Background: an optimization exercise with open tools, aiming at small area and a short achievable clock period. Do not read the settings as production practice.
Where RTL was checked, it was by simulation tests only, not by an equivalence proof against the original.
Only the layout flow was run in runs 2 and 3; the RTL was not checked for function there.
Power is estimated from default activity; no workload was simulated.

--- design/flow/config.mk ---
export PLATFORM = sky130hd
export DESIGN_NAME = mult8_reg
export DESIGN_NICKNAME = mult8_reg
export VERILOG_FILES = /design/flow/design.v
export SDC_FILE = /design/flow/constraint.sdc
export NUM_CORES = 4
export LEC_CHECK = 0
export CAP_MARGIN = 20
export CORE_MARGIN = 2
export CORE_UTILIZATION = 40
export SLEW_MARGIN = 20
--- design/flow/constraint.sdc ---
create_clock -name core_clock -period 7.0 [get_ports {clk}]
set_input_delay 1.4000 -clock core_clock [delete_from_list [all_inputs] [get_ports {clk}]]
set_output_delay 1.4000 -clock core_clock [all_outputs]
set_load 0.01 [all_outputs]
--- design/flow/design.v ---
`timescale 1ns / 1ps
module half_adder_beh(
    input x, y,
    output reg s, c
    );
    always @(x, y)
    begin
        s = x ^ y;
        if (x & y)
        begin
            c = 1'b1;
        end 
        else
        begin
            c = 1'b0;
        end
    end
endmodule
`timescale 1ns / 1ps
module fa_structural(
    input x, y, cin,
    output s, cout
    );
    wire s1, a0, a1;
    xor X0 (s1, x, y);
    xor X1 (s , s1, cin);
    and A0 (a0, s1, cin);
    and A1 (a1, x, y);
    or O0 (cout, a0, a1);
endmodule
`timescale 1ns / 1ps
module array_multiplier_8bit(
    input [7:0] a, b,
    output [15:0] z
    );
    wire [55:0] s, c;
    half_adder_beh HA0 (.x(a[1] & b[0]), .y(a[0] & b[1]), .s(s[0]), .c(c[0]));
    half_adder_beh HA1 (.x(a[2] & b[0]), .y(a[1] & b[1]), .s(s[1]), .c(c[1]));
    half_adder_beh HA2 (.x(a[3] & b[0]), .y(a[2] & b[1]), .s(s[2]), .c(c[2]));
    half_adder_beh HA3 (.x(a[4] & b[0]), .y(a[3] & b[1]), .s(s[3]), .c(c[3]));
    half_adder_beh HA4 (.x(a[5] & b[0]), .y(a[4] & b[1]), .s(s[4]), .c(c[4]));
    half_adder_beh HA5 (.x(a[6] & b[0]), .y(a[5] & b[1]), .s(s[5]), .c(c[5]));
    half_adder_beh HA6 (.x(a[7] & b[0]), .y(a[6] & b[1]), .s(s[6]), .c(c[6]));
    half_adder_beh HA7 (.x(s[43]), .y(c[42]), .s(s[49]), .c(c[49]));
    fa_structural FA0 (.x(s[1]), .y(a[0] & b[2]), .cin(c[0]), .s(s[7]), .cout(c[7]));
    fa_structural FA1 (.x(s[2]), .y(a[1] & b[2]), .cin(c[1]), .s(s[8]), .cout(c[8]));
    fa_structural FA2 (.x(s[3]), .y(a[2] & b[2]), .cin(c[2]), .s(s[9]), .cout(c[9]));
    fa_structural FA3 (.x(s[4]), .y(a[3] & b[2]), .cin(c[3]), .s(s[10]), .cout(c[10]));
    fa_structural FA4 (.x(s[5]), .y(a[4] & b[2]), .cin(c[4]), .s(s[11]), .cout(c[11]));
    fa_structural FA5 (.x(s[6]), .y(a[5] & b[2]), .cin(c[5]), .s(s[12]), .cout(c[12]));
    fa_structural FA6 (.x(a[7] & b[1]), .y(a[6] & b[2]), .cin(c[6]), .s(s[13]), .cout(c[13]));
    fa_structural FA7 (.x(s[8]), .y(a[0] & b[3]), .cin(c[7]), .s(s[14]), .cout(c[14]));
    fa_structural FA8 (.x(s[9]), .y(a[1] & b[3]), .cin(c[8]), .s(s[15]), .cout(c[15]));
    fa_structural FA9 (.x(s[10]), .y(a[2] & b[3]), .cin(c[9]), .s(s[16]), .cout(c[16]));
    fa_structural FA10 (.x(s[11]), .y(a[3] & b[3]), .cin(c[10]), .s(s[17]), .cout(c[17]));
    fa_structural FA11 (.x(s[12]), .y(a[4] & b[3]), .cin(c[11]), .s(s[18]), .cout(c[18]));
    fa_structural FA12 (.x(s[13]), .y(a[5] & b[3]), .cin(c[12]), .s(s[19]), .cout(c[19]));
    fa_structural FA13 (.x(a[7] & b[2]), .y(a[6] & b[3]), .cin(c[13]), .s(s[20]), .cout(c[20]));
    fa_structural FA14 (.x(s[15]), .y(a[0] & b[4]), .cin(c[14]), .s(s[21]), .cout(c[21]));
    fa_structural FA15 (.x(s[16]), .y(a[1] & b[4]), .cin(c[15]), .s(s[22]), .cout(c[22]));
    fa_structural FA16 (.x(s[17]), .y(a[2] & b[4]), .cin(c[16]), .s(s[23]), .cout(c[23]));
    fa_structural FA17 (.x(s[18]), .y(a[3] & b[4]), .cin(c[17]), .s(s[24]), .cout(c[24]));
    fa_structural FA18 (.x(s[19]), .y(a[4] & b[4]), .cin(c[18]), .s(s[25]), .cout(c[25]));
    fa_structural FA19 (.x(s[20]), .y(a[5] & b[4]), .cin(c[19]), .s(s[26]), .cout(c[26]));
    fa_structural FA20 (.x(a[7] & b[3]), .y(a[6] & b[4]), .cin(c[20]), .s(s[27]), .cout(c[27]));
    fa_structural FA21 (.x(s[22]), .y(a[0] & b[5]), .cin(c[21]), .s(s[28]), .cout(c[28]));
    fa_structural FA22 (.x(s[23]), .y(a[1] & b[5]), .cin(c[22]), .s(s[29]), .cout(c[29]));
    fa_structural FA23 (.x(s[24]), .y(a[2] & b[5]), .cin(c[23]), .s(s[30]), .cout(c[30]));
    fa_structural FA24 (.x(s[25]), .y(a[3] & b[5]), .cin(c[24]), .s(s[31]), .cout(c[31]));
    fa_structural FA25 (.x(s[26]), .y(a[4] & b[5]), .cin(c[25]), .s(s[32]), .cout(c[32]));
    fa_structural FA26 (.x(s[27]), .y(a[5] & b[5]), .cin(c[26]), .s(s[33]), .cout(c[33]));
    fa_structural FA27 (.x(a[7] & b[4]), .y(a[6] & b[5]), .cin(c[27]), .s(s[34]), .cout(c[34]));
    fa_structural FA28 (.x(s[29]), .y(a[0] & b[6]), .cin(c[28]), .s(s[35]), .cout(c[35]));
    fa_structural FA29 (.x(s[30]), .y(a[1] & b[6]), .cin(c[29]), .s(s[36]), .cout(c[36]));
    fa_structural FA30 (.x(s[31]), .y(a[2] & b[6]), .cin(c[30]), .s(s[37]), .cout(c[37]));
    fa_structural FA31 (.x(s[32]), .y(a[3] & b[6]), .cin(c[31]), .s(s[38]), .cout(c[38]));
    fa_structural FA32 (.x(s[33]), .y(a[4] & b[6]), .cin(c[32]), .s(s[39]), .cout(c[39]));
    fa_structural FA33 (.x(s[34]), .y(a[5] & b[6]), .cin(c[33]), .s(s[40]), .cout(c[40]));
    fa_structural FA34 (.x(a[7] & b[5]), .y(a[6] & b[6]), .cin(c[34]), .s(s[41]), .cout(c[41]));
    fa_structural FA35 (.x(s[36]), .y(a[0] & b[7]), .cin(c[35]), .s(s[42]), .cout(c[42]));
    fa_structural FA36 (.x(s[37]), .y(a[1] & b[7]), .cin(c[36]), .s(s[43]), .cout(c[43]));
    fa_structural FA37 (.x(s[38]), .y(a[2] & b[7]), .cin(c[37]), .s(s[44]), .cout(c[44]));
    fa_structural FA38 (.x(s[39]), .y(a[3] & b[7]), .cin(c[38]), .s(s[45]), .cout(c[45]));
    fa_structural FA39 (.x(s[40]), .y(a[4] & b[7]), .cin(c[39]), .s(s[46]), .cout(c[46]));
    fa_structural FA40 (.x(s[41]), .y(a[5] & b[7]), .cin(c[40]), .s(s[47]), .cout(c[47]));
    fa_structural FA41 (.x(a[7] & b[6]), .y(a[6] & b[7]), .cin(c[41]), .s(s[48]), .cout(c[48]));
    fa_structural FA42 (.x(s[44]), .y(c[49]), .cin(c[43]), .s(s[50]), .cout(c[50]));
    fa_structural FA43 (.x(s[45]), .y(c[50]), .cin(c[44]), .s(s[51]), .cout(c[51]));
    fa_structural FA44 (.x(s[46]), .y(c[51]), .cin(c[45]), .s(s[52]), .cout(c[52]));
    fa_structural FA45 (.x(s[47]), .y(c[52]), .cin(c[46]), .s(s[53]), .cout(c[53]));
    fa_structural FA46 (.x(s[48]), .y(c[53]), .cin(c[47]), .s(s[54]), .cout(c[54]));
    fa_structural FA47 (.x(a[7] & b[7]), .y(c[54]), .cin(c[48]), .s(s[55]), .cout(c[55]));
    assign z[0] = a[0] & b[0];
    assign z[1] = s[0];
    assign z[2] = s[7];
    assign z[3] = s[14];
    assign z[4] = s[21];
    assign z[5] = s[28];
    assign z[6] = s[35];
    assign z[7] = s[42];
    assign z[8] = s[49];
    assign z[9] = s[50];
    assign z[10] = s[51];
    assign z[11] = s[52];
    assign z[12] = s[53];
    assign z[13] = s[54];
    assign z[14] = s[55];
    assign z[15] = c[55];
endmodule
`timescale 1ns / 1ps
module mult8_reg(
    input clk,
    input [7:0] a, b,
    output reg [15:0] z
    );
    reg [7:0] a_q, b_q;
    wire [15:0] p;
    array_multiplier_8bit MUL (.a(a_q), .b(b_q), .z(p));
    always @(posedge clk) begin
        a_q <= a;
        b_q <= b;
        z <= p;
    end
endmodule
--- design/flow/run.sh ---
#!/bin/bash
# synth_recipe.tcl (not shown) runs the flow's synth.tcl, then flattens the netlist and writes it again
# the make line also repeats each setting of config.mk as NAME=value (left out here)
make -C /OpenROAD-flow-scripts/flow DESIGN_CONFIG=/design/flow/config.mk WORK_HOME=/design/flow/orfs CLKGATE_MAP_FILE= SYNTH_SCRIPT=/design/flow/synth_recipe.tcl finish
==> impl_metrics.env, run 1 <==
export IMPL_dieArea_um2=6191
export IMPL_synth_edf_count=0
export IMPL_wl_met1_um=1290
export IMPL_highest_layer="met4"
export IMPL_cts_resized=0
export IMPL_finalCritPeriodShare_pct=94.87
export IMPL_cp_arrival_ns=6.80
export IMPL_setup_viol=0
export IMPL_antenna_left=0
export IMPL_critPathRequiredTime_ns=7.15
export IMPL_final_max_slew_viol_count=0
export IMPL_grt_usage_pct=13.43
export IMPL_syn_inst=201
export IMPL_dr_first_iter_drc_count=19
export IMPL_rsz0062_at_grt="false"
export IMPL_cp_cell_sequence="and2_1, ha_1, inv_1, fa_1, inv_1, fa_1, fa_2, fa_1, fa_1, inv_1, fa_1, inv_1, ha_1, inv_1, fa_2, fa_2, fa_2, fa_2, fa_1, inv_1, fa_1"
export IMPL_drt_total_wl_um=3120
export IMPL_slew_headroom_pct=81.58
export IMPL_place_hpwl_um=2678
export IMPL_synth_nets=274
export IMPL_synthToLayoutAreaGrowth_pct=23.22
export IMPL_cts_hold_buffers=0
export IMPL_wl_met3_um=144
export IMPL_yosysTopAreaCell="fa_1"
export IMPL_dieHeight_um=78.68
export IMPL_cp_max_fo=8
export IMPL_antenna_found_initial=0
export IMPL_cts_tree="built"
export IMPL_end_kind="flop"
export IMPL_powerDensity_nw_per_um2=276.2
export IMPL_drc=0
export IMPL_numCtsBuffers=5
export IMPL_drive_gt1_share_pct=6.198
export IMPL_fmax_mhz=150.6
export IMPL_grt_pass1_wl_um=6458
export IMPL_fin_area_um2=2749
export IMPL_post_drt_wl_per_cell_um=9.936
export IMPL_gp_congestion=0.7640
export IMPL_synth_top_area_share_pct=43.07
export IMPL_async_reset_ff_share_pct=0
export IMPL_reg2reg_slack_ns=0.36
export IMPL_r2r_end="z[14]"
export IMPL_overflow=0
export IMPL_grt_start_max_net_pins=10
export IMPL_start_util_pct=41.02
export IMPL_synth_most_common_cell="inv_1"
export IMPL_ir_worst_vdd_v=0.0001560
export IMPL_ys_types=6
export IMPL_finalHoldViolCount=0
export IMPL_die_w_um=78.68
export IMPL_clk_pin_slew_ns=0.06
export IMPL_post_cts_buffers=0
export IMPL_status="finished clean"
export IMPL_holdCritStartpoint="b_q[0]"
export IMPL_ys_warnings_count=2
export IMPL_clock_skew_ns=0.003969
export IMPL_viasPerCell=4.306
export IMPL_cpMaxStageDelayCell="fa_1"
export IMPL_vias=1352
export IMPL_portBuffers=32
export IMPL_cts_buffer_depth=2
export IMPL_worst_pin_slew_ns=0.2759
export IMPL_avgSynthCellArea_um2=11.10
export IMPL_routed_wl_met2_um=1641
export IMPL_rows=27
export IMPL_synthTopCellsByCount="inv_1, fa_1, and2_1, dfxtp_1, nand2_1"
export IMPL_synth_ff_type="dfxtp_1"
export IMPL_cp_slowest_stage_delay_ns=0.54
export IMPL_critPathKind="reg -> reg"
export IMPL_period_minus_slack_ns=6.641
export IMPL_hold_path_endpoint="z[0]"
export IMPL_rr_worst_depth=21
export IMPL_netlist_area_um2=2231
export IMPL_ys_top_cells_by_area="fa_1, dfxtp_1, and2_1"
export IMPL_cp_common_cell="fa_1"
export IMPL_hold_path_class="reg -> reg"
export IMPL_h_tree_depth=2
export IMPL_core_area_um2=5439
export IMPL_final_nets=315
export IMPL_clk_root_buffer_cell="clkbuf_8"
export IMPL_pin_count=33
export IMPL_worstSkewPairLatency_ns=0.28
export IMPL_antenna_cells=0
export IMPL_max_cap_viol_count=0
export IMPL_critPathLaunch="b_q[0]"
export IMPL_yosysSeqAreaShare_pct=28.72
export IMPL_grt_pass1_vias=1553
export IMPL_cts_sinks=32
export IMPL_start_kind="flop"
export IMPL_leakagePower_nw=1.256
export IMPL_synth_seq_cells=32
export IMPL_setup_tns_ns=0
export IMPL_reg2reg_from="b_q[0]"
export IMPL_hold_depth=1
export IMPL_drtPass1Iterations=2
export IMPL_post_dp_cell_area_um2=2656
sequential cells by signal, indices dropped and copies added, names as in the netlist:
register  count
z            16
a_q           8
b_q           8
logic make-up after synthesis:
group	share of synthesized area (%)
simple gates	15.48
buf+inv	8.245
flops	28.72
fa+ha+maj	47.56
area by class of cell:
class                      count  area, um2
fill                         503       2690
multi-input combinational    120       1419
sequential                    32      643.1
timing repair buffer          34      335.3
inverter                      49      183.9
tap                           72      90.09
clock buffer                   6      72.57
clock inverter                 1      5.005
worst max-delay path by stage:
stage / endpoint / slack [ns] / cells past startpoint
after floorplan: z[14] / 0.31 / 21
after global placement: z[14] / 0.18 / 21
after detailed placement: z[14] / 0.07 / 21
after CTS: z[14] / 0.04 / 21
after global routing: z[14] / 0.01 / 21
final: z[14] / 0.36 / 21
per-stage QoR:
step / hold WS (ns) / total power [mW] / setup slack (ns) / utilization [%] / instances
floorplan: 0.5080 / 0.5014 / 0.3084 / - / 201
global placement: 0.5675 / 0.6290 / 0.1849 / 48.84 / 307
detailed placement: 0.5770 / 0.6376 / 0.06794 / 48.84 / 307
CTS: 0.5880 / 0.7739 / 0.03881 / 50.26 / 314
global route: 0.5758 / 0.8656 / 0.01116 / 50.54 / 314
finish: 0.5409 / 0.7593 / 0.3588 / 50.54 / 314
layer usage:
metal / vias to the layer above / global-route usage, %
li1: 643 / -
met1: 678 / 15.64
met2: 25 / 23.93
met3: 6 / 4.023
met4: 0 / 3.684
met5: - / 0
cell usage in the layout (no fill, tap or decap):
master / n
inv_1: 49
clkdlybuf4s50_1: 32
clkbuf_1: 1
nand2_1: 22
dfxtp_1: 30
ha_1: 8
buf_4: 2
fa_1: 43
and2_1: 42
dfxtp_2: 2
clkinv_2: 1
clkbuf_8: 5
fa_2: 5
where the power goes:
group,internal [mW],switching (mW),total (mW)
clock network,0.0674,0.0627,0.130
logic,0.199,0.181,0.380
registers,0.232,0.0167,0.249
total,0.499,0.260,0.759
critical path: cells and delay by family (launching register included):
kind	cells	cell delay [ns]
buffers and inverters	6	0.35
DFF	1	0.35
adders and majority gates	14	5.64
and+or+nand+nor	1	0.17
==> run 2: changes to the inputs <==
--- a/design/flow/design.v
+++ b/design/flow/design.v
@@ -115,10 +115,8 @@
     );
     reg [7:0] a_q, b_q;
-    wire [15:0] p;
-    array_multiplier_8bit MUL (.a(a_q), .b(b_q), .z(p));
     always @(posedge clk) begin
         a_q <= a;
         b_q <= b;
-        z <= p;
+        z <= a_q * b_q;
     end
 endmodule
--- a/design/flow/config.mk
+++ b/design/flow/config.mk
@@ -9,3 +9,4 @@
 export CORE_MARGIN = 2
 export CORE_UTILIZATION = 40
+export SETUP_SLACK_MARGIN = 4
 export SLEW_MARGIN = 20
==> run 2 against run 1 <==
Maximum frequency increased by 74%. Area after synthesis increased by 23%. Flip-flop and latch count unchanged. Combinational power increased by about 90%. Global-route usage increased by 1.2 points. First-iteration DRC count increased to 2.6 times the previous value. Largest cell class unchanged. Highest routed layer unchanged.
==> impl_metrics.env, run 2 <==
export IMPL_gp_congestion=0.8601
export IMPL_drive_gt1_share_pct=21.58
export IMPL_grt_pass1_wl_um=8638
export IMPL_clk_root_buffer_cell="clkbuf_8"
export IMPL_async_reset_ff_share_pct=0
export IMPL_clock_skew_ns=0.005640
export IMPL_setup_viol=0
export IMPL_end_kind="flop"
export IMPL_clkPwrFrac_pct=13.0
export IMPL_pin_count=33
export IMPL_start_kind="flop"
export IMPL_h_tree_depth=2
export IMPL_leakagePower_nw=1.687
export IMPL_largest_reg_flops=16
export IMPL_finalHoldViolCount=0
export IMPL_period_minus_slack_ns=3.828
export IMPL_numCtsBuffers=5
export IMPL_yosysTopAreaCell="fa_1"
export IMPL_synth_nets=364
export IMPL_cp_max_fo=7
export IMPL_grt_usage_pct=14.67
export IMPL_viasPerCell=4.758
export IMPL_portBuffers=32
export IMPL_drc=0
export IMPL_cts_tree="built"
export IMPL_ys_top_cells_by_area="fa_1, dfxtp_1, ha_1"
export IMPL_drtPass1Iterations=4
export IMPL_antenna_left=0
export IMPL_worstSkewPairLatency_ns=0.29
export IMPL_final_max_slew_viol_count=0
export IMPL_slew_headroom_pct=71.75
export IMPL_dr_first_iter_drc_count=49
export IMPL_dieArea_um2=7548
export IMPL_place_hpwl_um=3915
export IMPL_yosysSeqAreaShare_pct=23.32
export IMPL_max_cap_viol_count=0
export IMPL_final_nets=417
export IMPL_synth_seq_cells=32
export IMPL_layout_top_registers="z (16), a_q (8), b_q (8)"
export IMPL_setup_tns_ns=0
export IMPL_syn_inst=275
export IMPL_start_util_pct=40.89
export IMPL_hold_path_class="reg -> reg"
export IMPL_seq_power_share_pct=22.2
export IMPL_avgSynthCellArea_um2=9.991
export IMPL_synthToLayoutAreaGrowth_pct=30.51
export IMPL_final_cell_mix="and2_1, inv_1, fa_1"
export IMPL_post_route_util_pct=53.37
export IMPL_fmax_mhz=261.3
export IMPL_grt_pass1_vias=1951
export IMPL_antenna_found_initial=0
export IMPL_synthTopCellsByCount="inv_1, and2_1, fa_1, ha_1, dfxtp_1"
export IMPL_netlist_area_um2=2748
export IMPL_critPathKind="reg -> reg"
export IMPL_clk_pin_slew_ns=0.07
export IMPL_synth_top_area_share_pct=26.23
export IMPL_synth_edf_count=0
export IMPL_ys_types=29
export IMPL_cts_sinks=32
export IMPL_vias=1946
export IMPL_comb_power_share_pct=64.8
export IMPL_cp_arrival_ns=4.01
export IMPL_cts_hold_buffers=0
export IMPL_synth_most_common_cell="inv_1"
export IMPL_finalCritPeriodShare_pct=54.68
export IMPL_grt_start_max_net_pins=12
export IMPL_dieHeight_um=86.88
export IMPL_die_w_um=86.88
export IMPL_largest_register="z"
export IMPL_internal_power_uw=691.3
export IMPL_hold_ws_ns=0.5566
export IMPL_core_area_um2=6719
export IMPL_synth_ff_type="dfxtp_1"
export IMPL_final_common_cell="and2_1"
export IMPL_status="finished clean"
export IMPL_post_drt_wl_per_cell_um=12.16
export IMPL_cts_buffer_depth=2
export IMPL_swShare_pct=37.84
export IMPL_critPathRequiredTime_ns=7.18
export IMPL_drt_total_wl_um=4973
export IMPL_antenna_cells=0
export IMPL_ir_worst_vdd_v=0.0001286
export IMPL_rsz0062_at_grt="true"
export IMPL_final_setup_worst_slack_ns=3.172
export IMPL_overflow=0
export IMPL_powerDensity_nw_per_um2=310.1
export IMPL_rows=30
export IMPL_switchingPower_uw=420.7
export IMPL_pre_cts_ws_ns=3.073
export IMPL_worst_pin_slew_ns=0.4185
export IMPL_ys_warnings_count=1
==> run 2: layout make-up <==
type                    count  area [um2]
clock inverters             3       18.77
fillers                   599        3133
well taps                  80       100.1
clock buffers               5       68.82
flip-flops and latches     32       681.9
inverters                  49       183.9
multi-input cells         194        2092
repair buffers             46       440.4
==> run 2: layer usage <==
layer	vias to the layer above	GRT usage (%)	part of all wire (%)
met1	950	18.59	46
met5	-	0	0
met4	0	5.540	1.8
met2	22	24.98	49
li1	967	-	-
met3	7	2.464	2.2
==> run 2: logic make-up after synthesis <==
logic type	share of synthesized area, %
AOI/OAI and AO/OA	6.238
xor gates and xnor gates	3.506
adders and majority gates	42.62
buffers and inverters	6.694
DFF	23.31
and+or+nand+nor	17.62
==> run 2: metrics by stage <==
stage / instances / instance area [um2] / power, mW
floorplan: 275 / 2825 / 0.7027
global placement: 387 / 3246 / 0.8625
detailed placement: 387 / 3246 / 0.8686
CTS: 406 / 3532 / 1.101
global route: 409 / 3586 / 1.208
finish: 409 / 3586 / 1.112
==> run 2: worst max-delay path, cell delays in order, from the launching register on <==
cell	delay, ns
dfxtp_4	0.37
and2_4	0.16
fa_1	0.53
inv_1	0.05
fa_1	0.47
inv_1	0.05
fa_1	0.47
inv_1	0.05
fa_1	0.48
inv_2	0.04
ha_4	0.22
and2_4	0.15
a221oi_4	0.26
nand2_1	0.13
buf_4	0.16
xor2_1	0.13
==> run 2: power groups by stage <==
stage | clock network [mW] | logic, mW | registers, mW
2_1_floorplan | 0 | 0.433 | 0.270
3_3_place_gp | 0 | 0.609 | 0.253
3_5_place_dp | 0 | 0.615 | 0.253
4_1_cts | 0.154 | 0.700 | 0.247
6_report | 0.145 | 0.721 | 0.246
5_1_grt | 0.159 | 0.799 | 0.250
==> run 2: repair_timing <==
| item | 4_1_cts | 5_1_grt |
|---|---|---|
| endpoints found under the setup margin | 10 | 10 |
| pin swaps | 22 | 4 |
| gates resized for setup | 35 | 8 |
| buffers inserted | 11 | 3 |
==> run 2: worst paths after layout <==
| check | slack (ns) | end | cells past startpoint | start |
|---|---|---|---|---|
| worst max register to register | 3.17 | z[9] | 15 | b_q[4] |
| worst max-delay path | 3.17 | z[9] | 15 | b_q[4] |
| worst min register to register | 0.56 | z[0] | 1 | a_q[0] |
| worst min-delay path | 0.56 | z[0] | 1 | a_q[0] |
==> run 3: changes to the inputs <==
--- a/design/flow/config.mk
+++ b/design/flow/config.mk
@@ -9,4 +9,4 @@
 export CORE_MARGIN = 2
 export CORE_UTILIZATION = 40
-export SETUP_SLACK_MARGIN = 4
+export SETUP_SLACK_MARGIN = 5
 export SLEW_MARGIN = 20
==> run 3 against run 2 <==
Sequential share of layout area decreased by 0.11 points. Wire length increased by 9.6%. Highest routed layer unchanged. Clock skew decreased by 0.0010 ns. Combinational power decreased by 3.1%. Total power decreased by 1.3%. Clock power increased by 6%. Die area unchanged. Via count increased by 2.9%. Largest cell class unchanged. First-iteration DRC count decreased by 16%. Still clean. Register-to-register slack improved by 0.02 ns. Maximum frequency increased by 0.42%. Non-clock buffer count increased by 8.
==> impl_metrics.env, run 3 <==
export IMPL_status="finished clean"
export IMPL_dr_first_iter_drc_count=41
export IMPL_critPathRequiredTime_ns=7.23
export IMPL_drc=0
export IMPL_portBuffers=32
export IMPL_rows=30
export IMPL_powerDensity_nw_per_um2=300.0
export IMPL_fin_total_pwr_mw=1.098
export IMPL_clk_root_buffer_cell="clkbuf_8"
export IMPL_period_minus_slack_ns=3.812
export IMPL_ys_warnings_count=1
export IMPL_largest_reg_flops=16
export IMPL_post_dp_cell_area_um2=3271
export IMPL_drt_total_wl_um=5449
export IMPL_pin_count=33
export IMPL_grt_pass1_wl_um=9163
export IMPL_final_nets=425
export IMPL_cts_buffer_depth=2
export IMPL_synth_top_area_share_pct=26.23
export IMPL_numCtsBuffers=5
export IMPL_antenna_left=0
export IMPL_start_kind="flop"
export IMPL_end_kind="flop"
export IMPL_synth_edf_count=0
export IMPL_reg2reg_slack_ns=3.19
export IMPL_critPathKind="reg -> reg"
export IMPL_setup_tns_ns=0
export IMPL_fmax_mhz=262.4
export IMPL_final_max_slew_viol_count=0
export IMPL_cts_sinks=32
export IMPL_ys_top_cells_by_area="fa_1, dfxtp_1, ha_1"
export IMPL_antenna_found_initial=0
export IMPL_hold_path_endpoint="z[0]"
export IMPL_place_hpwl_um=4086
export IMPL_start_util_pct=40.89
export IMPL_worstSkewPairLatency_ns=0.30
export IMPL_r2r_end="z[15]"
export IMPL_comb_power_share_pct=63.7
export IMPL_dieHeight_um=86.88
export IMPL_clk_pin_slew_ns=0.08
export IMPL_crit_family="adder cells"
export IMPL_cp_max_fo=6
export IMPL_setup_viol=0
export IMPL_hold_path_class="reg -> reg"
export IMPL_grt_start_max_net_pins=13
export IMPL_rr_worst_depth=15
export IMPL_gp_congestion=0.7831
export IMPL_cts_tree="built"
export IMPL_die_w_um=86.88
export IMPL_grt_usage_pct=15.62
export IMPL_clock_skew_ns=0.004636
export IMPL_netlist_area_um2=2748
export IMPL_synth_ff_type="dfxtp_1"
export IMPL_yosysSeqAreaShare_pct=23.32
export IMPL_grt_pass1_vias=2011
export IMPL_finalHoldViolCount=0
export IMPL_largest_register="z"
export IMPL_avgSynthCellArea_um2=9.991
export IMPL_reg2reg_from="a_q[3]"
export IMPL_clkPwrFrac_pct=14.0
export IMPL_vias=2003
export IMPL_synthToLayoutAreaGrowth_pct=33.20
export IMPL_synthTopCellsByCount="inv_1, and2_1, fa_1, ha_1, dfxtp_1"
export IMPL_drtPass1Iterations=4
export IMPL_slew_headroom_pct=66.88
export IMPL_post_drt_wl_per_cell_um=13.07
export IMPL_max_cap_viol_count=0
export IMPL_viasPerCell=4.803
export IMPL_drive_gt1_share_pct=32.64
export IMPL_synth_nets=364
export IMPL_switchingPower_uw=431.0
export IMPL_swShare_pct=39.26
export IMPL_hold_depth=1
export IMPL_nFillCells=608
export IMPL_final_cell_mix="and2_1, inv_1, fa_1"
export IMPL_async_reset_ff_share_pct=0
export IMPL_synth_seq_cells=32
export IMPL_synth_most_common_cell="inv_1"
export IMPL_leakagePower_nw=1.750
export IMPL_internal_power_uw=666.8
export IMPL_ys_types=29
export IMPL_cp_common_cell="fa_1"
export IMPL_holdCritStartpoint="b_q[0]"
export IMPL_crit_buf_inv=4
export IMPL_overflow=0
export IMPL_cp_arrival_ns=4.04
export IMPL_cts_hold_buffers=0
export IMPL_cp_slowest_stage_delay_ns=0.53
export IMPL_antenna_cells=0
export IMPL_rsz0062_at_grt="true"
export IMPL_h_tree_depth=2
export IMPL_core_area_um2=6719
export IMPL_cpMaxStageDelayCell="fa_1"
export IMPL_syn_inst=275
export IMPL_worst_pin_slew_ns=0.4906
export IMPL_dieArea_um2=7548
export IMPL_seq_power_share_pct=22.3
export IMPL_yosysTopAreaCell="fa_1"
export IMPL_fin_area_um2=3660
export IMPL_ir_worst_vdd_v=0.0001474
export IMPL_layout_top_registers="z (16), a_q (8), b_q (8)"
export IMPL_finalCritPeriodShare_pct=54.45
export IMPL_cp_cell_sequence="and2_4, fa_1, inv_1, fa_1, inv_1, fa_1, inv_1, fa_1, inv_2, ha_4, and2_4, a221oi_4, nand3_2, and3_1, a211oi_2"
-- run 3: cell type report --
type                    count  area [um2]  share of cell area (%)
multi-input cells         194        2145                   58.60
flip-flops and latches     32       691.9                   18.91
repair buffers             54       446.7                   12.21
inverters                  49       183.9                   5.026
well taps                  80       100.1                   2.735
clock buffers               5       68.82                   1.880
clock inverters             3       23.77                  0.6496
-- run 3: logic make-up (layout without fill, tap and decap cells) --
family | count (synthesis) | after routing | share of synthesized area (%)
flip-flops | 32 | 32 | 23.31
adder cells (fa/ha/maj) | 72 | 72 | 42.62
AND/OR/NAND/NOR | 88 | 88 | 17.62
XOR/XNOR | 11 | 11 | 3.506
AO/OA/AOI/OAI | 23 | 23 | 6.238
buffers and inverters | 49 | 111 | 6.694
-- run 3: worst max-delay path by stage --
stage            from     to  slack [ns]  cells after the start
4_1_cts        a_q[3]  z[15]        3.19                     15
5_1_grt        a_q[3]  z[15]        3.02                     15
3_3_place_gp   b_q[7]  z[15]        3.18                     12
6_report       a_q[3]  z[15]        3.19                     15
2_1_floorplan  b_q[4]  z[11]        3.36                     15
3_5_place_dp   b_q[7]  z[15]        3.13                     12
-- run 3: through the flow --
stage / setup slack (ns) / utilization, % / instances / hold WS (ns)
after floorplan: 3.357 / - / 275 / 0.4706
after global placement: 3.180 / 48.68 / 387 / 0.5386
after detailed placement: 3.127 / 48.68 / 387 / 0.5312
after CTS: 3.190 / 51.88 / 409 / 0.5426
after global routing: 3.017 / 54.47 / 417 / 0.5679
final: 3.188 / 54.47 / 417 / 0.5393
-- run 3: timing repair --
item | 4_1_cts | 5_1_grt
gates resized for setup | 92 | 25
setup buffers | 14 | 8
pin swaps | 25 | 20
endpoints found under the setup margin | 29 | 29
hold endpoints to repair | 0 | 0
gates cloned | 0 | 0
-- run 3: worst reg2reg max path, cell delays in order (launching register included) --
cell and delay, ns:
dfxtp_4 0.37, and2_4 0.16, fa_1 0.53, inv_1 0.05
fa_1 0.47, inv_1 0.05, fa_1 0.48, inv_1 0.05
fa_1 0.48, inv_2 0.05, ha_4 0.21, and2_4 0.14
a221oi_4 0.26, nand3_2 0.13, and3_1 0.19, a211oi_2 0.13
-- run 3: routing by layer --
| metal | global-route usage (%) | part of all wire, % | vias up |
|---|---|---|---|
| li1 | - | - | 982 |
| met1 | 20.58 | 45 | 989 |
| met2 | 25.82 | 51 | 24 |
| met3 | 3.318 | 2.5 | 8 |
| met4 | 4.688 | 1.4 | 0 |
| met5 | 0 | 0 | - |
-- run 3: power by group through the flow --
stage | sequential, mW | clock (mW) | combinational [mW]
4_1_cts | 0.245 | 0.160 | 0.652
3_5_place_dp | 0.254 | 0 | 0.616
6_report | 0.245 | 0.154 | 0.699
3_3_place_gp | 0.253 | 0 | 0.609
2_1_floorplan | 0.270 | 0 | 0.434
5_1_grt | 0.250 | 0.168 | 0.780
==> run 4: changes to the inputs <==
--- a/design/flow/design.v
+++ b/design/flow/design.v
@@ -114,9 +114,94 @@
     output reg [15:0] z
     );
-    reg [7:0] a_q, b_q;
+    reg [7:0] a_q;
+    reg [9:1] a3_q;
+    reg [3:0] s1_q, s2_q, s3_q;
+    wire [9:0] a3 = {2'b00, a} + {1'b0, a, 1'b0};
+    integer k;
     always @(posedge clk) begin
         a_q <= a;
-        b_q <= b;
-        z <= a_q * b_q;
+        a3_q <= a3[9:1];
+        for (k = 0; k < 4; k = k + 1) begin
+            s1_q[k] <= b[2*k] & ~b[2*k+1];
+            s2_q[k] <= ~b[2*k] & b[2*k+1];
+            s3_q[k] <= b[2*k] & b[2*k+1];
+        end
     end
-endmodule
+    wire r0_0, r0_1, r0_2, r0_3, r0_4, r0_5, r0_6, r0_7, r0_8, r0_9, r1_0, r1_1, r1_2, r1_3, r1_4, r1_5, r1_6, r1_7, r1_8, r1_9, r2_0, r2_1, r2_2, r2_3, r2_4, r2_5, r2_6, r2_7, r2_8, r2_9, r3_0, r3_1, r3_2, r3_3, r3_4, r3_5, r3_6, r3_7, r3_8, r3_9, hs0, hc0, fs0, fc0, fs1, fc1, hs1, hc1, fs2, fc2, fs3, fc3, fs4, fc4, fs5, fc5, fs6, fc6, fs7, fc7, fs8, fc8, hs2, hc2, fs9, fc9, hs3, hc3, fs10, fc10, hs4, hc4;
+    assign r0_0 = (s1_q[0] & a_q[0]) | (s3_q[0] & a_q[0]);
+    assign r0_1 = (s1_q[0] & a_q[1]) | (s2_q[0] & a_q[0]) | (s3_q[0] & a3_q[1]);
+    assign r0_2 = (s1_q[0] & a_q[2]) | (s2_q[0] & a_q[1]) | (s3_q[0] & a3_q[2]);
+    assign r0_3 = (s1_q[0] & a_q[3]) | (s2_q[0] & a_q[2]) | (s3_q[0] & a3_q[3]);
+    assign r0_4 = (s1_q[0] & a_q[4]) | (s2_q[0] & a_q[3]) | (s3_q[0] & a3_q[4]);
+    assign r0_5 = (s1_q[0] & a_q[5]) | (s2_q[0] & a_q[4]) | (s3_q[0] & a3_q[5]);
+    assign r0_6 = (s1_q[0] & a_q[6]) | (s2_q[0] & a_q[5]) | (s3_q[0] & a3_q[6]);
+    assign r0_7 = (s1_q[0] & a_q[7]) | (s2_q[0] & a_q[6]) | (s3_q[0] & a3_q[7]);
+    assign r0_8 = (s2_q[0] & a_q[7]) | (s3_q[0] & a3_q[8]);
+    assign r0_9 = (s3_q[0] & a3_q[9]);
+    assign r1_0 = (s1_q[1] & a_q[0]) | (s3_q[1] & a_q[0]);
+    assign r1_1 = (s1_q[1] & a_q[1]) | (s2_q[1] & a_q[0]) | (s3_q[1] & a3_q[1]);
+    assign r1_2 = (s1_q[1] & a_q[2]) | (s2_q[1] & a_q[1]) | (s3_q[1] & a3_q[2]);
+    assign r1_3 = (s1_q[1] & a_q[3]) | (s2_q[1] & a_q[2]) | (s3_q[1] & a3_q[3]);
+    assign r1_4 = (s1_q[1] & a_q[4]) | (s2_q[1] & a_q[3]) | (s3_q[1] & a3_q[4]);
+    assign r1_5 = (s1_q[1] & a_q[5]) | (s2_q[1] & a_q[4]) | (s3_q[1] & a3_q[5]);
+    assign r1_6 = (s1_q[1] & a_q[6]) | (s2_q[1] & a_q[5]) | (s3_q[1] & a3_q[6]);
+    assign r1_7 = (s1_q[1] & a_q[7]) | (s2_q[1] & a_q[6]) | (s3_q[1] & a3_q[7]);
+    assign r1_8 = (s2_q[1] & a_q[7]) | (s3_q[1] & a3_q[8]);
+    assign r1_9 = (s3_q[1] & a3_q[9]);
+    assign r2_0 = (s1_q[2] & a_q[0]) | (s3_q[2] & a_q[0]);
+    assign r2_1 = (s1_q[2] & a_q[1]) | (s2_q[2] & a_q[0]) | (s3_q[2] & a3_q[1]);
+    assign r2_2 = (s1_q[2] & a_q[2]) | (s2_q[2] & a_q[1]) | (s3_q[2] & a3_q[2]);
+    assign r2_3 = (s1_q[2] & a_q[3]) | (s2_q[2] & a_q[2]) | (s3_q[2] & a3_q[3]);
+    assign r2_4 = (s1_q[2] & a_q[4]) | (s2_q[2] & a_q[3]) | (s3_q[2] & a3_q[4]);
+    assign r2_5 = (s1_q[2] & a_q[5]) | (s2_q[2] & a_q[4]) | (s3_q[2] & a3_q[5]);
+    assign r2_6 = (s1_q[2] & a_q[6]) | (s2_q[2] & a_q[5]) | (s3_q[2] & a3_q[6]);
+    assign r2_7 = (s1_q[2] & a_q[7]) | (s2_q[2] & a_q[6]) | (s3_q[2] & a3_q[7]);
+    assign r2_8 = (s2_q[2] & a_q[7]) | (s3_q[2] & a3_q[8]);
+    assign r2_9 = (s3_q[2] & a3_q[9]);
+    assign r3_0 = (s1_q[3] & a_q[0]) | (s3_q[3] & a_q[0]);
+    assign r3_1 = (s1_q[3] & a_q[1]) | (s2_q[3] & a_q[0]) | (s3_q[3] & a3_q[1]);
+    assign r3_2 = (s1_q[3] & a_q[2]) | (s2_q[3] & a_q[1]) | (s3_q[3] & a3_q[2]);
+    assign r3_3 = (s1_q[3] & a_q[3]) | (s2_q[3] & a_q[2]) | (s3_q[3] & a3_q[3]);
+    assign r3_4 = (s1_q[3] & a_q[4]) | (s2_q[3] & a_q[3]) | (s3_q[3] & a3_q[4]);
+    assign r3_5 = (s1_q[3] & a_q[5]) | (s2_q[3] & a_q[4]) | (s3_q[3] & a3_q[5]);
+    assign r3_6 = (s1_q[3] & a_q[6]) | (s2_q[3] & a_q[5]) | (s3_q[3] & a3_q[6]);
+    assign r3_7 = (s1_q[3] & a_q[7]) | (s2_q[3] & a_q[6]) | (s3_q[3] & a3_q[7]);
+    assign r3_8 = (s2_q[3] & a_q[7]) | (s3_q[3] & a3_q[8]);
+    assign r3_9 = (s3_q[3] & a3_q[9]);
+    assign hs0 = r0_4 ^ r1_2;
+    assign hc0 = r0_4 & r1_2;
+    assign fs0 = r0_5 ^ r1_3 ^ r2_1;
+    assign fc0 = (r0_5 & r1_3) | (r2_1 & (r0_5 ^ r1_3));
+    assign fs1 = r0_6 ^ r1_4 ^ r2_2;
+    assign fc1 = (r0_6 & r1_4) | (r2_2 & (r0_6 ^ r1_4));
+    assign hs1 = r3_0 ^ fc0;
+    assign hc1 = r3_0 & fc0;
+    assign fs2 = r0_7 ^ r1_5 ^ r2_3;
+    assign fc2 = (r0_7 & r1_5) | (r2_3 & (r0_7 ^ r1_5));
+    assign fs3 = r3_1 ^ fc1 ^ fs2;
+    assign fc3 = (r3_1 & fc1) | (fs2 & (r3_1 ^ fc1));
+    assign fs4 = r0_8 ^ r1_6 ^ r2_4;
+    assign fc4 = (r0_8 & r1_6) | (r2_4 & (r0_8 ^ r1_6));
+    assign fs5 = r3_2 ^ fc2 ^ fs4;
+    assign fc5 = (r3_2 & fc2) | (fs4 & (r3_2 ^ fc2));
+    assign fs6 = r0_9 ^ r1_7 ^ r2_5;
+    assign fc6 = (r0_9 & r1_7) | (r2_5 & (r0_9 ^ r1_7));
+    assign fs7 = r3_3 ^ fc4 ^ fs6;
+    assign fc7 = (r3_3 & fc4) | (fs6 & (r3_3 ^ fc4));
+    assign fs8 = r1_8 ^ r2_6 ^ r3_4;
+    assign fc8 = (r1_8 & r2_6) | (r3_4 & (r1_8 ^ r2_6));
+    assign hs2 = fc6 ^ fs8;
+    assign hc2 = fc6 & fs8;
+    assign fs9 = r1_9 ^ r2_7 ^ r3_5;
+    assign fc9 = (r1_9 & r2_7) | (r3_5 & (r1_9 ^ r2_7));
+    assign hs3 = fc8 ^ fs9;
+    assign hc3 = fc8 & fs9;
+    assign fs10 = r2_8 ^ r3_6 ^ fc9;
+    assign fc10 = (r2_8 & r3_6) | (fc9 & (r2_8 ^ r3_6));
+    assign hs4 = r2_9 ^ r3_7;
+    assign hc4 = r2_9 & r3_7;
+    wire [15:0] row0 = {r3_9, r3_8, hs4, hc3, hc2, hs2, fc5, fc3, hc1, fs1, hc0, r2_0, r0_3, r0_2, r0_1, r0_0};
+    wire [15:0] row1 = {1'b0, hc4, fc10, fs10, hs3, fc7, fs7, fs5, fs3, hs1, fs0, hs0, r1_1, r1_0, 1'b0, 1'b0};
+    always @(posedge clk)
+        z <= row0 + row1;
+endmodule
--- a/design/flow/config.mk
+++ b/design/flow/config.mk
@@ -9,4 +9,4 @@
 export CORE_MARGIN = 2
 export CORE_UTILIZATION = 40
-export SETUP_SLACK_MARGIN = 5
+export SETUP_SLACK_MARGIN = 4.9
 export SLEW_MARGIN = 20
==> run 4 against run 3 <==
Still clean. Die area grew 0.26%. Sequential power grew 39%. Total power is 4.1% lower. Hold slack better by 0.015 ns. Combinational power fell by 26%. Flip-flop and latch count up 13. Critical path type unchanged. Largest cell class unchanged.
==> impl_metrics.env, run 4 <==
export IMPL_status="finished clean"
export IMPL_max_cap_viol_count=0
export IMPL_setup_tns_ns=0
export IMPL_synth_nets=350
export IMPL_clk_root_buffer_cell="clkbuf_8"
export IMPL_viasPerCell=5.586
export IMPL_core_area_um2=6719
export IMPL_clkPwrFrac_pct=18.6
export IMPL_synth_most_common_cell="dfxtp_1"
export IMPL_cp_max_fo=6
export IMPL_clock_skew_ns=0.009358
export IMPL_pin_count=33
export IMPL_r2r_end="z[10]"
export IMPL_rsz0062_at_grt="true"
export IMPL_die_w_um=87.00
export IMPL_start_util_pct=41.01
export IMPL_dr_first_iter_drc_count=271
export IMPL_swShare_pct=35.65
export IMPL_largest_register="z"
export IMPL_ys_warnings_count=1
export IMPL_numCtsBuffers=5
export IMPL_post_route_util_pct=53.95
export IMPL_synth_top_area_share_pct=32.70
export IMPL_rows=30
export IMPL_synth_seq_cells=45
export IMPL_hold_path_class="reg -> reg"
export IMPL_leakagePower_nw=1.616
export IMPL_antenna_cells=0
export IMPL_place_hpwl_um=4240
export IMPL_netlist_area_um2=2755
export IMPL_final_nets=387
export IMPL_worst_pin_slew_ns=0.6002
export IMPL_portBuffers=32
export IMPL_cp_arrival_ns=3.39
export IMPL_clk_pin_slew_ns=0.08
export IMPL_period_minus_slack_ns=3.158
export IMPL_finalCritPeriodShare_pct=45.11
export IMPL_grt_usage_pct=16.26
export IMPL_avgSynthCellArea_um2=9.403
export IMPL_start_kind="flop"
export IMPL_fmax_mhz=316.7
export IMPL_switchingPower_uw=375.3
export IMPL_drtPass1Iterations=14
export IMPL_grt_pass1_vias=2218
export IMPL_slew_headroom_pct=59.98
export IMPL_final_cell_mix="inv_1, a222oi_1, dfxtp_1"
export IMPL_rr_worst_depth=11
export IMPL_hold_depth=1
export IMPL_critPathKind="reg -> reg"
export IMPL_vias=2296
export IMPL_ys_types=35
export IMPL_yosysSeqAreaShare_pct=32.70
export IMPL_layout_top_registers="z (16), a3_q (9), a_q (8)"
export IMPL_holdCritStartpoint="s1_q[0]"
export IMPL_fin_area_um2=3625
export IMPL_comb_power_share_pct=49.1
export IMPL_synth_edf_count=0
export IMPL_h_tree_depth=2
export IMPL_hold_path_endpoint="z[0]"
export IMPL_hold_ws_ns=0.5546
export IMPL_internal_power_uw=677.3
export IMPL_antenna_left=0
export IMPL_dieHeight_um=87.00
export IMPL_cts_buffer_depth=2
export IMPL_largest_reg_flops=16
export IMPL_wl_met1_um=2653
export IMPL_ir_worst_vdd_v=0.00009561
export IMPL_end_kind="flop"
export IMPL_synthToLayoutAreaGrowth_pct=31.56
export IMPL_wl_met3_um=395
export IMPL_powerDensity_nw_per_um2=290.4
export IMPL_final_max_slew_viol_count=0
export IMPL_finalHoldViolCount=0
export IMPL_nFillCells=589
export IMPL_seq_power_share_pct=32.4
export IMPL_worstSkewPairLatency_ns=0.30
export IMPL_setup_viol=0
export IMPL_synth_ff_type="dfxtp_1"
export IMPL_reg2reg_slack_ns=3.84
export IMPL_dp_cells=384
export IMPL_routed_wl_met2_um=2887
export IMPL_cts_tree="built"
export IMPL_dieArea_um2=7568
export IMPL_gp_congestion=0.8174
export IMPL_async_reset_ff_share_pct=0
export IMPL_highest_layer="met4"
export IMPL_grt_start_max_net_pins=15
export IMPL_final_common_cell="inv_1"
export IMPL_overflow=0
export IMPL_reg2reg_from="s3_q[0]"
export IMPL_ys_top_cells_by_area="dfxtp_1, ha_1, a222oi_1"
export IMPL_post_dp_cell_area_um2=3208
export IMPL_syn_inst=293
export IMPL_cts_sinks=45
export IMPL_drt_total_wl_um=6051
export IMPL_stdcell_count=411
export IMPL_critPathRequiredTime_ns=7.23
export IMPL_post_drt_wl_per_cell_um=14.72
export IMPL_grt_pass1_wl_um=9901
export IMPL_antenna_found_initial=0
export IMPL_drc=0
export IMPL_yosysTopAreaCell="dfxtp_1"
export IMPL_drive_gt1_share_pct=30.21
export IMPL_synthTopCellsByCount="dfxtp_1, inv_1, a222oi_1, ha_1, clkbuf_1"
run 4: logic make-up (layout without fill, tap and decap cells):
kind of cell / Yosys count / in the layout / share of synthesized area, %
AO/OA/AOI/OAI: 78 / 78 / 22.03
buffers and inverters: 65 / 103 / 8.855
AND/OR/NAND/NOR: 49 / 49 / 9.582
flip-flops: 45 / 45 / 32.70
adder cells (fa/ha/maj): 40 / 40 / 21.71
XOR/XNOR: 15 / 15 / 4.769
multiplexers: 1 / 1 / 0.3633
run 4: repair_timing:
action	CTS	global route
hold buffers	0	0
resized for setup	128	25
endpoints found under the setup margin	34	33
hold endpoints to repair	0	0
setup buffers	13	6
gates cloned	0	0
pin swaps	32	18
run 4: power by group through the flow:
stage               Clock, mW  Sequential (mW)  Combinational, mW
floorplan                   0            0.352              0.295
global placement            0            0.348              0.434
detailed placement          0            0.347              0.436
CTS                     0.199            0.339              0.477
global route            0.209            0.345              0.565
finish                  0.195            0.341              0.516
run 4: worst max-delay path by stage:
stage,from,to,cells after the start
after global routing,s2_q[2],z[10],11
after CTS,a_q[6],z[14],12
after global placement,a[1],a3_q[7],9
after detailed placement,a[1],a3_q[7],9
after floorplan,s2_q[2],z[14],11
final,s3_q[0],z[10],11
run 4: critical path: stages, from the launching register on:
cell and delay [ns]:
dfxtp_4 0.37, a222oi_1 0.36, inv_1 0.14, fa_1 0.58
fa_1 0.46, ha_4 0.30, o211ai_1 0.10, a21oi_2 0.20
buf_4 0.15, o21ai_0 0.09, a21oi_1 0.20, xor2_1 0.15
run 4: cell type report:
class	instances	area [um2]	share of cell area [%]
multi-input combinational	183	1907	52.61
sequential	45	940.9	25.96
timing repair buffer	51	400.4	11.05
inverter	44	165.2	4.556
tap	80	100.1	2.761
clock buffer	6	72.57	2.002
clock inverter	2	38.79	1.070
run 4: per-stage QoR:
stage                     setup WS, ns  power [mW]
after floorplan                  3.980      0.6467
after global placement           3.498      0.7818
after detailed placement         3.416      0.7834
after CTS                        3.895       1.016
after global routing             3.707       1.120
final                            3.842       1.053
run 4: per-layer routing:
| metal | vias up | track usage [%] |
|---|---|---|
| met2 | 101 | 26.79 |
| met3 | 14 | 2.844 |
| met5 | - | 0 |
| met1 | 1060 | 20.53 |
| li1 | 1121 | - |
| met4 | 0 | 7.813 |
==> run 5: changes to the inputs <==
--- a/design/flow/config.mk
+++ b/design/flow/config.mk
@@ -9,4 +9,3 @@
 export CORE_MARGIN = 2
 export CORE_UTILIZATION = 40
-export SETUP_SLACK_MARGIN = 4.9
 export SLEW_MARGIN = 20
==> run 5 against run 4 <==
Cell area fell by 11%. Critical path type unchanged. Sequential power about the same. Critical path depth decreased by 1. Clock skew shrank 0.0048 ns. Non-clock buffer count shrank 19. Hold slack improved by 0.025 ns. Still clean. Flip-flop and latch count unchanged. Clock power increased by 5%.
==> impl_metrics.env, run 5 <==
export IMPL_netlist_area_um2=2755
export IMPL_ir_worst_vdd_v=0.0001230
export IMPL_grt_usage_pct=15.25
export IMPL_reg2reg_slack_ns=3.53
export IMPL_numCtsBuffers=5
export IMPL_cp_common_cell="fa_1"
export IMPL_holdCritStartpoint="a3_q[9]"
export IMPL_finalCritPeriodShare_pct=49.62
export IMPL_period_minus_slack_ns=3.473
export IMPL_cts_tree="built"
export IMPL_status="finished clean"
export IMPL_cts_buffer_depth=2
export IMPL_antenna_cells=0
export IMPL_gp_congestion=0.7834
export IMPL_portBuffers=32
export IMPL_cts_resized=0
export IMPL_r2r_end="z[12]"
export IMPL_yosysSeqAreaShare_pct=32.70
export IMPL_rsz0062_at_grt="false"
export IMPL_hold_ws_ns=0.5793
export IMPL_largest_register="z"
export IMPL_hold_depth=2
export IMPL_synthToLayoutAreaGrowth_pct=16.62
export IMPL_critPathLaunch="s3_q[0]"
export IMPL_internal_power_uw=618.4
export IMPL_drc=0
export IMPL_synth_top_area_share_pct=32.70
export IMPL_hold_path_endpoint="z[15]"
export IMPL_vias=2154
export IMPL_comb_power_share_pct=41.9
export IMPL_grt_start_max_net_pins=17
export IMPL_viasPerCell=5.495
export IMPL_powerDensity_nw_per_um2=293.7
export IMPL_post_cts_buffers=0
export IMPL_cp_cell_sequence="a222oi_1, inv_1, fa_1, fa_1, ha_1, o211ai_1, a21oi_1, nor4_1, o21bai_1, xor2_1"
export IMPL_seq_power_share_pct=36.4
export IMPL_setup_viol=0
export IMPL_critPathKind="reg -> reg"
export IMPL_pin_count=33
export IMPL_core_area_um2=6719
export IMPL_ys_warnings_count=1
export IMPL_switchingPower_uw=325.4
export IMPL_slew_headroom_pct=63.47
export IMPL_end_kind="flop"
export IMPL_setup_tns_ns=0
export IMPL_multi_input_area_um2=1610
export IMPL_synth_nets=350
export IMPL_synth_most_common_cell="dfxtp_1"
export IMPL_final_nets=368
export IMPL_finalHoldViolCount=0
export IMPL_cp_arrival_ns=3.67
export IMPL_synthTopCellsByCount="dfxtp_1, inv_1, a222oi_1, ha_1, clkbuf_1"
export IMPL_final_max_slew_viol_count=0
export IMPL_die_w_um=87.00
export IMPL_h_tree_depth=2
export IMPL_max_cap_viol_count=0
export IMPL_rr_worst_depth=10
export IMPL_drtPass1Iterations=7
export IMPL_cp_max_fo=10
export IMPL_grt_pass1_vias=1990
export IMPL_start_kind="flop"
export IMPL_worst_pin_slew_ns=0.5429
export IMPL_worstSkewPairLatency_ns=0.30
export IMPL_drive_gt1_share_pct=2.564
export IMPL_synth_seq_cells=45
export IMPL_overflow=0
export IMPL_synth_ff_type="dfxtp_1"
export IMPL_cpMaxStageDelayCell="fa_1"
export IMPL_cts_hold_buffers=0
export IMPL_ys_top_cells_by_area="dfxtp_1, ha_1, a222oi_1"
export IMPL_layout_top_registers="z (16), a3_q (9), a_q (8)"
export IMPL_antenna_found_initial=0
export IMPL_async_reset_ff_share_pct=0
export IMPL_hold_path_class="reg -> reg"
export IMPL_clock_skew_ns=0.004559
export IMPL_nFillCells=631
export IMPL_drt_total_wl_um=5459
export IMPL_place_hpwl_um=4213
export IMPL_cts_sinks=45
export IMPL_reg2reg_from="s3_q[0]"
export IMPL_clk_pin_slew_ns=0.09
export IMPL_synth_edf_count=0
export IMPL_post_drt_wl_per_cell_um=13.93
export IMPL_start_util_pct=41.01
export IMPL_seq_area_um2=900.9
export IMPL_clkPwrFrac_pct=21.8
export IMPL_dr_first_iter_drc_count=274
export IMPL_final_common_cell="dfxtp_1"
export IMPL_dieHeight_um=87.00
export IMPL_largest_reg_flops=16
export IMPL_swShare_pct=34.47
export IMPL_yosysTopAreaCell="dfxtp_1"
export IMPL_fmax_mhz=287.9
export IMPL_ys_types=35
export IMPL_leakagePower_nw=1.464
export IMPL_clk_root_buffer_cell="clkbuf_8"
export IMPL_syn_inst=293
export IMPL_antenna_left=0
export IMPL_dieArea_um2=7568
export IMPL_avgSynthCellArea_um2=9.403
export IMPL_grt_pass1_wl_um=9108
export IMPL_cp_slowest_stage_delay_ns=0.56
export IMPL_rows=30
export IMPL_critPathRequiredTime_ns=7.19
export IMPL_final_cell_mix="dfxtp_1, inv_1, clkdlybuf4s50_1"
[run 5: how the worst max path moves through the flow]
stage,end,slack [ns],cells after the start
3_3_place_gp,a3_q[7],3.55,9
5_1_grt,z[15],3.45,12
3_5_place_dp,a3_q[7],3.46,9
2_1_floorplan,z[15],3.87,13
6_report,z[12],3.53,10
4_1_cts,z[12],3.61,10
[run 5: final cells by class]
| cell class | count | share of cell area, % |
|---|---|---|
| flip-flops and latches | 45 | 28.04 |
| multi-input cells | 183 | 50.12 |
| repair buffers | 32 | 9.969 |
| well taps | 80 | 3.115 |
| clock inverters | 3 | 1.480 |
| inverters | 44 | 5.140 |
| clock buffers | 5 | 2.142 |
[run 5: power by group through the flow]
| stage | Sequential, mW | Combinational (mW) | Clock [mW] |
|---|---|---|---|
| floorplan | 0.352 | 0.258 | 0 |
| global placement | 0.349 | 0.393 | 0 |
| detailed placement | 0.348 | 0.395 | 0 |
| CTS | 0.342 | 0.398 | 0.210 |
| global route | 0.347 | 0.440 | 0.219 |
| finish | 0.343 | 0.395 | 0.205 |
[run 5: cell families (layout without fill, tap and decap cells)]
group,count (synthesis),count (layout),share of synthesized area (%)
AOI/OAI and AO/OA,78,78,22.03
xor gates and xnor gates,15,15,4.769
adders and majority gates,40,40,21.71
buffers and inverters,65,84,8.855
DFF,45,45,32.70
muxes,1,1,0.3633
and+or+nand+nor,49,49,9.582
[run 5: stage by stage]
step                power [mW]  setup slack, ns  std cells  area [um2]  utilization (%)
finish                  0.9438            3.527        392        3213            47.82
global route             1.006            3.454        392        3213            47.82
CTS                     0.9498            3.610        392        3213            47.82
detailed placement      0.7428            3.464        384        3097            46.09
global placement        0.7422            3.545        384        3097            46.09
floorplan               0.6100            3.867        293        2755                -
[run 5: worst max-delay path: cells and delay by family (launching register included)]
kind                       cells  cell delay (ns)
DFF                            1             0.42
adders and majority gates      3             1.34
and+or+nand+nor                1             0.49
xor gates and xnor gates       1             0.16
buffers and inverters          1             0.12
AOI/OAI and AO/OA              4             0.83
[run 5: routing by layer]
| metal | share of wire [%] | routed length, um | GRT usage (%) | up-vias |
|---|---|---|---|---|
| li1 | - | - | - | 1081 |
| met1 | 46 | 2532 | 19.88 | 964 |
| met2 | 44 | 2399 | 23.73 | 102 |
| met3 | 7.9 | 433 | 2.938 | 7 |
| met4 | 1.7 | 95 | 8.239 | 0 |
| met5 | 0 | 0 | 0 | - |
==> run 6: changes to the inputs <==
--- a/design/flow/config.mk
+++ b/design/flow/config.mk
@@ -9,3 +9,4 @@
 export CORE_MARGIN = 2
 export CORE_UTILIZATION = 40
+export SETUP_SLACK_MARGIN = 4.5
 export SLEW_MARGIN = 20
==> run 6 against run 5 <==
Hold slack got worse by 0.0098 ns. Sequential share of layout area decreased by 2.8 points. First-iteration DRC count decreased by 16%. Total power increased by 15%. Sequential power about the same. Cell count increased by 6.1%. Area after synthesis unchanged. Highest routed layer unchanged.
==> impl_metrics.env, run 6 <==
export IMPL_status="finished clean"
export IMPL_antenna_cells=0
export IMPL_fin_area_um2=3689
export IMPL_finalHoldViolCount=0
export IMPL_internal_power_uw=702.5
export IMPL_reg2reg_from="s2_q[2]"
export IMPL_seq_power_share_pct=31.3
export IMPL_clk_root_buffer_cell="clkbuf_8"
export IMPL_ir_worst_vdd_v=0.00008717
export IMPL_antenna_left=0
export IMPL_place_hpwl_um=4188
export IMPL_synth_edf_count=0
export IMPL_holdCritStartpoint="a3_q[9]"
export IMPL_synthTopCellsByCount="dfxtp_1, inv_1, a222oi_1, ha_1, clkbuf_1"
export IMPL_grt_pass1_vias=2259
export IMPL_cp_slowest_stage_delay_ns=0.56
export IMPL_setup_tns_ns=0
export IMPL_numCtsBuffers=5
export IMPL_finalCritPeriodShare_pct=44.40
export IMPL_clkPwrFrac_pct=18.1
export IMPL_post_drt_wl_per_cell_um=14.50
export IMPL_comb_power_share_pct=50.6
export IMPL_clk_pin_slew_ns=0.08
export IMPL_cpMaxStageDelayCell="fa_1"
export IMPL_slew_headroom_pct=60.47
export IMPL_overflow=0
export IMPL_max_cap_viol_count=0
export IMPL_ys_warnings_count=1
export IMPL_viasPerCell=5.661
export IMPL_cp_cell_sequence="a222oi_1, inv_1, fa_1, fa_1, ha_4, a21o_1, nor4_2, o21bai_1, xor2_1"
export IMPL_largest_reg_flops=16
export IMPL_switchingPower_uw=383.7
export IMPL_core_area_um2=6719
export IMPL_critPathRequiredTime_ns=7.19
export IMPL_grt_start_max_net_pins=15
export IMPL_crit_family="adder cells"
export IMPL_drc=0
export IMPL_ys_types=35
export IMPL_powerDensity_nw_per_um2=294.5
export IMPL_end_kind="flop"
export IMPL_start_util_pct=41.01
export IMPL_synth_most_common_cell="dfxtp_1"
export IMPL_cts_tree="built"
export IMPL_crit_buf_inv=1
export IMPL_synthToLayoutAreaGrowth_pct=33.88
export IMPL_drive_gt1_share_pct=26.19
export IMPL_avgSynthCellArea_um2=9.403
export IMPL_worst_pin_slew_ns=0.5929
export IMPL_dr_first_iter_drc_count=230
export IMPL_period_minus_slack_ns=3.108
export IMPL_final_max_slew_viol_count=0
export IMPL_hold_path_class="reg -> reg"
export IMPL_synth_nets=350
export IMPL_gp_congestion=0.8173
export IMPL_worstSkewPairLatency_ns=0.30
export IMPL_critPathLaunch="s2_q[2]"
export IMPL_drtPass1Iterations=9
export IMPL_final_cell_mix="inv_1, dfxtp_1, a222oi_1"
export IMPL_final_common_cell="inv_1"
export IMPL_post_route_util_pct=54.90
export IMPL_clock_skew_ns=0.007547
export IMPL_netlist_area_um2=2755
export IMPL_ys_top_cells_by_area="dfxtp_1, ha_1, a222oi_1"
export IMPL_synth_seq_cells=45
export IMPL_critPathKind="reg -> reg"
export IMPL_rows=30
export IMPL_async_reset_ff_share_pct=0
export IMPL_dieHeight_um=87.00
export IMPL_rsz0062_at_grt="true"
export IMPL_portBuffers=32
export IMPL_pin_count=33
export IMPL_cts_hold_buffers=0
export IMPL_swShare_pct=35.32
export IMPL_h_tree_depth=2
export IMPL_synth_ff_type="dfxtp_1"
export IMPL_cp_common_cell="fa_1"
export IMPL_die_w_um=87.00
export IMPL_syn_inst=293
export IMPL_yosysTopAreaCell="dfxtp_1"
export IMPL_leakagePower_nw=1.648
export IMPL_start_kind="flop"
export IMPL_dieArea_um2=7568
export IMPL_setup_viol=0
export IMPL_cts_buffer_depth=2
export IMPL_cp_max_fo=5
export IMPL_fin_total_pwr_mw=1.086
export IMPL_layout_top_registers="z (16), a3_q (9), a_q (8)"
export IMPL_antenna_found_initial=0
export IMPL_vias=2355
export IMPL_drt_total_wl_um=6033
export IMPL_synth_top_area_share_pct=32.70
export IMPL_fmax_mhz=321.8
export IMPL_grt_usage_pct=16.82
export IMPL_largest_register="z"
export IMPL_post_dp_cell_area_um2=3192
export IMPL_yosysSeqAreaShare_pct=32.70
export IMPL_cts_sinks=45
export IMPL_grt_pass1_wl_um=10110
export IMPL_final_nets=392
export IMPL_cp_arrival_ns=3.30
## run 6: cell counts after synthesis
No cell type changed its count.
## run 6: worst register-to-register path: stages, from the launching register on
cell and delay [ns]:
dfxtp_4 0.37, a222oi_1 0.36, inv_1 0.11, fa_1 0.56
fa_1 0.45, ha_4 0.28, a21o_1 0.24, nor4_2 0.37
o21bai_1 0.12, xor2_1 0.15
## run 6: metrics by stage
step                worst slack, ns  hold slack, ns  std cells
floorplan                     3.979          0.4814        293
global placement              3.496          0.5537        384
detailed placement            3.439          0.5569        384
CTS                           3.953          0.5614        410
global route                  3.728          0.5864        416
finish                        3.892          0.5695        416
## run 6: timing repair
| item | in CTS | in global routing |
|---|---|---|
| endpoints found under the setup margin | 33 | 13 |
| setup buffers | 18 | 6 |
| endpoints found under the hold margin | 0 | 0 |
| pin swaps | 25 | 21 |
| gates resized for setup | 80 | 22 |
## run 6: cells by family (layout without fill, tap and decap cells)
family | count (synthesis) | in the layout | synth area share (%)
AOI/OAI and AO/OA | 78 | 78 | 22.03
adders and majority gates | 40 | 40 | 21.71
xor gates and xnor gates | 15 | 15 | 4.769
buffers and inverters | 65 | 108 | 8.855
muxes | 1 | 1 | 0.3633
and+or+nand+nor | 49 | 49 | 9.582
DFF | 45 | 45 | 32.70
## run 6: cell type report
type	instances	area [um2]
fillers	613	3030
flip-flops and latches	45	929.6
clock buffers	6	72.57
multi-input cells	183	1889
repair buffers	56	493.0
inverters	44	165.2
well taps	80	100.1
clock inverters	2	38.79
## run 6: metal layers
metal	vias up	routed length (um)	GRT usage [%]	part of all wire, %
li1	1127	-	-	-
met2	126	2889	28.04	48
met1	1087	2593	20.60	43
met3	15	406	3.318	6.7
met4	0	144	8.381	2.4
met5	-	0	0	0
## run 6: power by group through the flow
stage          logic, mW  registers, mW  clock network (mW)
2_1_floorplan      0.290          0.352                   0
3_3_place_gp       0.428          0.348                   0
3_5_place_dp       0.429          0.348                   0
4_1_cts            0.501          0.339               0.203
5_1_grt            0.610          0.344               0.213
6_report           0.550          0.340               0.197
## run 6: worst paths after layout
path,slack (ns),to,depth (start not counted)
worst max-delay path,3.89,z[12],9
worst min-delay path,0.57,z[15],2
worst max register to register,3.89,z[12],9
worst min register to register,0.57,z[15],2

[what the ideal ports hide]
The results above use ideal ports. As a check the final layouts listed here were re-extracted and re-timed, cells and wires unchanged. Step 1, drivers: a clkbuf_16 drives clk and a buf_2 each remaining input, both assumed. Step 2 also shifts input and output timing later by t, the mid clock arrival at the registers, as if the neighbouring blocks saw the same clock. Three values: ideal ports, drivers, drivers and shift; two values: the first two.
run	t (ns)	setup WS [ns]	worst register clock-pin slew, ns	worst data-port slew with drivers (ns)
run 1	0.303	0.359 / 0.359 / 0.359	0.06 / 0.06	0.03
run 2	0.317	3.172 / 3.172 / 3.172	0.07 / 0.07	0.03
run 3	0.323	3.188 / 3.188 / 3.188	0.08 / 0.08	0.03
run 4	0.326	3.842 / 3.842 / 3.842	0.09 / 0.09	0.05
run 5	0.332	3.527 / 3.527 / 3.472	0.09 / 0.09	0.04
run 6	0.328	3.892 / 3.892 / 3.892	0.09 / 0.09	0.05
After both steps every run listed still meets setup and hold. For run 5, which loses most, drivers alone change the setup slack by 0.000 ns; drivers and shift together by -0.055 ns.
